This design comes from an exercise in tuning for small area, a short achievable clock period and few clock cycles on the open sky130 flow, not from production work. In this exercise RTL edits were held to simulation tests only and were not proved equivalent to the original.

==> run a: inputs <==
Design mips, start of the top module:
module mips(clk,reset,imem_addr,imem_rdata,dmem_addr,dmem_wdata,dmem_we,dmem_rdata);
Settings: LEC_CHECK=0, CAP_MARGIN=20, CORE_MARGIN=2, CORE_UTILIZATION=40, SLEW_MARGIN=20; clock period 10.0 ns.
standard.sh (not shown) runs the stock make flow with config.mk's settings and CLKGATE_MAP_FILE= SYNTH_SCRIPT=/design/flow/synth_recipe.tcl, a recipe that flattens the netlist after the stock synthesis.
==> flow/flow/run.sh <==
#!/bin/bash
set -euo pipefail
bash standard.sh SETUP_SLACK_MARGIN=6.5 "BUFFER_PORTS_ARGS=-buffer_cell sky130_fd_sc_hd__buf_4" finish > standard_flow.log 2>&1
==> run b (differences from run a) <==
--- a/flow/design.v
+++ b/flow/design.v
@@ -128,27 +128,27 @@
     reg [9:0]  r_pc;           
     reg [31:1] sa, sb;         
     reg        fa, fb;         
     reg        ia28, ia29, ib28, ib29;   
     reg        x_v;            
     reg [31:0] x_ir;
-    reg [31:0] xa, xb;         
+    reg [31:0] xa;             
     reg [31:0] xbop;           
-    reg        xfa, xfb;       
+    reg        xfa;            
     reg        xfbop;          
     reg [31:0] pc_x;
     reg [9:0]  m_addr;
     reg [31:0] m_res;          
     reg        m_we;           
     reg        m_sb1;          
     reg        m_load, m_word, m_rwe, m_ov;
     reg [4:0]  m_waddr;
     function [22:0] decode;
         input [31:0] w;
         reg [5:0] op, fn;
-        reg store, load, itype, logic_i, addi, rtype, alur, jr, beq, same, j, jal, sub, slt, rwe;
+        reg store, load, itype, logic_i, addi, rtype, alur, jr, beq, same, j, jal, sub, slt, rwe, bb, bnb;
         reg [4:0] waddr;
         begin
             op = w[31:26];
             fn = w[5:0];
             store = op[5] & op[3];
             load = op[5] & ~op[3];
@@ -161,16 +161,18 @@
             beq = ~op[5] & ~op[3] & op[2];
             same = (w[25:21] == w[20:16]);
             j = ~op[5] & ~op[3] & ~op[2] & op[1];
             jal = j & op[0];
             sub = fn[1];
             slt = alur & fn[3];
+            bb = (alur & ~sub) | store;
+            bnb = (alur & sub) | beq;
             rwe = load | jal | itype | alur;
             waddr = jal ? 5'd31 : rtype ? w[15:11] : w[20:16];
             decode = {store, load, op[0], addi, jr, beq, beq & ~same, j,
-                      rwe & (waddr != 5'd0), alur & ~sub, alur & sub, ~alur,
+                      rwe & (waddr != 5'd0), bb, bnb, ~(bb | bnb),
                       jal, logic_i, op[1], slt, store,
                       ~(jal | logic_i | slt | store), waddr};
         end
     endfunction
     reg [22:0] r_c, x_c;
     wire x_store  = x_c[22];
@@ -214,16 +216,16 @@
     wire n_xfb = x_byp & (x_waddr == r_rt);
     wire r_bb  = r_c[13];
     wire r_bnb = r_c[12];
     wire [31:0] r_se = {{16{r_ir[15]}}, r_ir[15:0]};
     wire [31:0] n_bop = r_bb ? rb : r_bnb ? ~rb : r_se;
     wire [31:0] a = xfa ? m_res : xa;
-    wire [31:0] b = xfb ? m_res : xb;
     wire [15:0] imm = x_ir[15:0];
     wire [31:0] se = {{16{imm[15]}}, imm};
     wire [31:0] bop = xfbop ? (m_res ^ {32{x_bnb}}) : xbop;
+    wire [31:0] b = bop ^ {32{x_bnb}};     
     wire [31:0] sum;
     ALU ALU1(.a(a), .b(bop), .cin(x_bnb), .sum(sum));
     wire ov = (a[31] == se[31]) & (sum[31] != a[31]);
     wire lt = (a[31] != b[31]) ? a[31] : sum[31];
     wire [31:0] pc4 = pc_x + 32'd4;
     wire [31:0] logic_val = x_rlui ? {imm, 16'b0} : (a | {16'b0, imm});
@@ -306,16 +308,14 @@
                 ras <= fpc4;
         end
         if (!m_sb1) begin
             x_ir <= r_ir;
             x_c <= r_c;
             xa <= ra;
-            xb <= rb;
             xbop <= n_bop;
             xfa <= n_xfa;
-            xfb <= n_xfb;
             xfbop <= n_xfb & (r_bb | r_bnb);
         end
     end
     always @(posedge clk or posedge reset) begin
         if (reset) begin
             m_we <= 1'b0;
==> reports/metrics.yaml <==
power_and_ir_drop:
  cellPowerDensity_mw_per_mm2: 341
  vdd_ir_drop_max_mv: 0.205
setup_path:
  cp_max_fo: 8
  reg2regPathDepth: 15
sta:
  measured_slew_at_the_worst_slew_check_pin_ps: 1230
die:
  initial_utilization_pct: 40.3
outcome:
  outcome: "finished clean"
cts:
  post-cts-setup-buffers: 136
placement:
  dp_slack_ps: 4790
[end of results for run a]
==> reports/metrics.yaml <==
setup_path:
  reg2regPathDepth: 18
  crit_arrival_ps: 4500
  cpPeakStageDelay_ps: 440
  cp_max_fo: 4
power_and_ir_drop:
  cellPowerDensity_mw_per_mm2: 341
  internal_power_mw: 15.5
  vdd_ir_drop_max_mv: 0.190
  p_leak_nw: 26.8
  dominant_power_group: "combinational logic"
  sequential_share_of_power_pct: 34.9
outcome:
  outcome: "finished clean"
sta:
  whs_ps: 417
  measured_slew_at_the_worst_slew_check_pin_ps: 1290
cts:
  post-cts-setup-buffers: 106
final_layout:
  seq-cell-share_pct: 51.6
  layout.nonclk_buf_share_pct: 4.90
placement:
  dp_slack_ps: 4240
[end of results for run b]
Testbench counts of run a, summed over its fixed seeds: cycles 40,750.
Testbench counts of run b, summed over its fixed seeds: cycles 40,750.

port drivers added, routing unchanged:
In the flow no input, the clock included, has a driving cell. The finished layouts below were timed again as built, in two steps. Step 1: set_driving_cell puts a clkbuf_16 on clk and a buf_2 on each other input, an assumption about the parent block. Step 2, shift: input delay + t, output delay - t, t = (earliest + latest rising clock arrival at the registers) / 2. This alone moves slack from input paths to output paths. a / b / c = ideal ports / drivers / drivers and shift; a / b = the first two.
run	t, ns	slack for setup (ns)	hold slack, ns
run a	0.900	6.095 / 6.095 / 5.364	0.418 / 0.418 / 0.418
run b	0.891	6.180 / 6.180 / 5.482	0.417 / 0.417 / 0.417
After both steps setup and hold are still met in every run listed. For run a, which loses most, drivers alone change the setup slack by 0.000 ns; drivers and shift together by -0.731 ns.
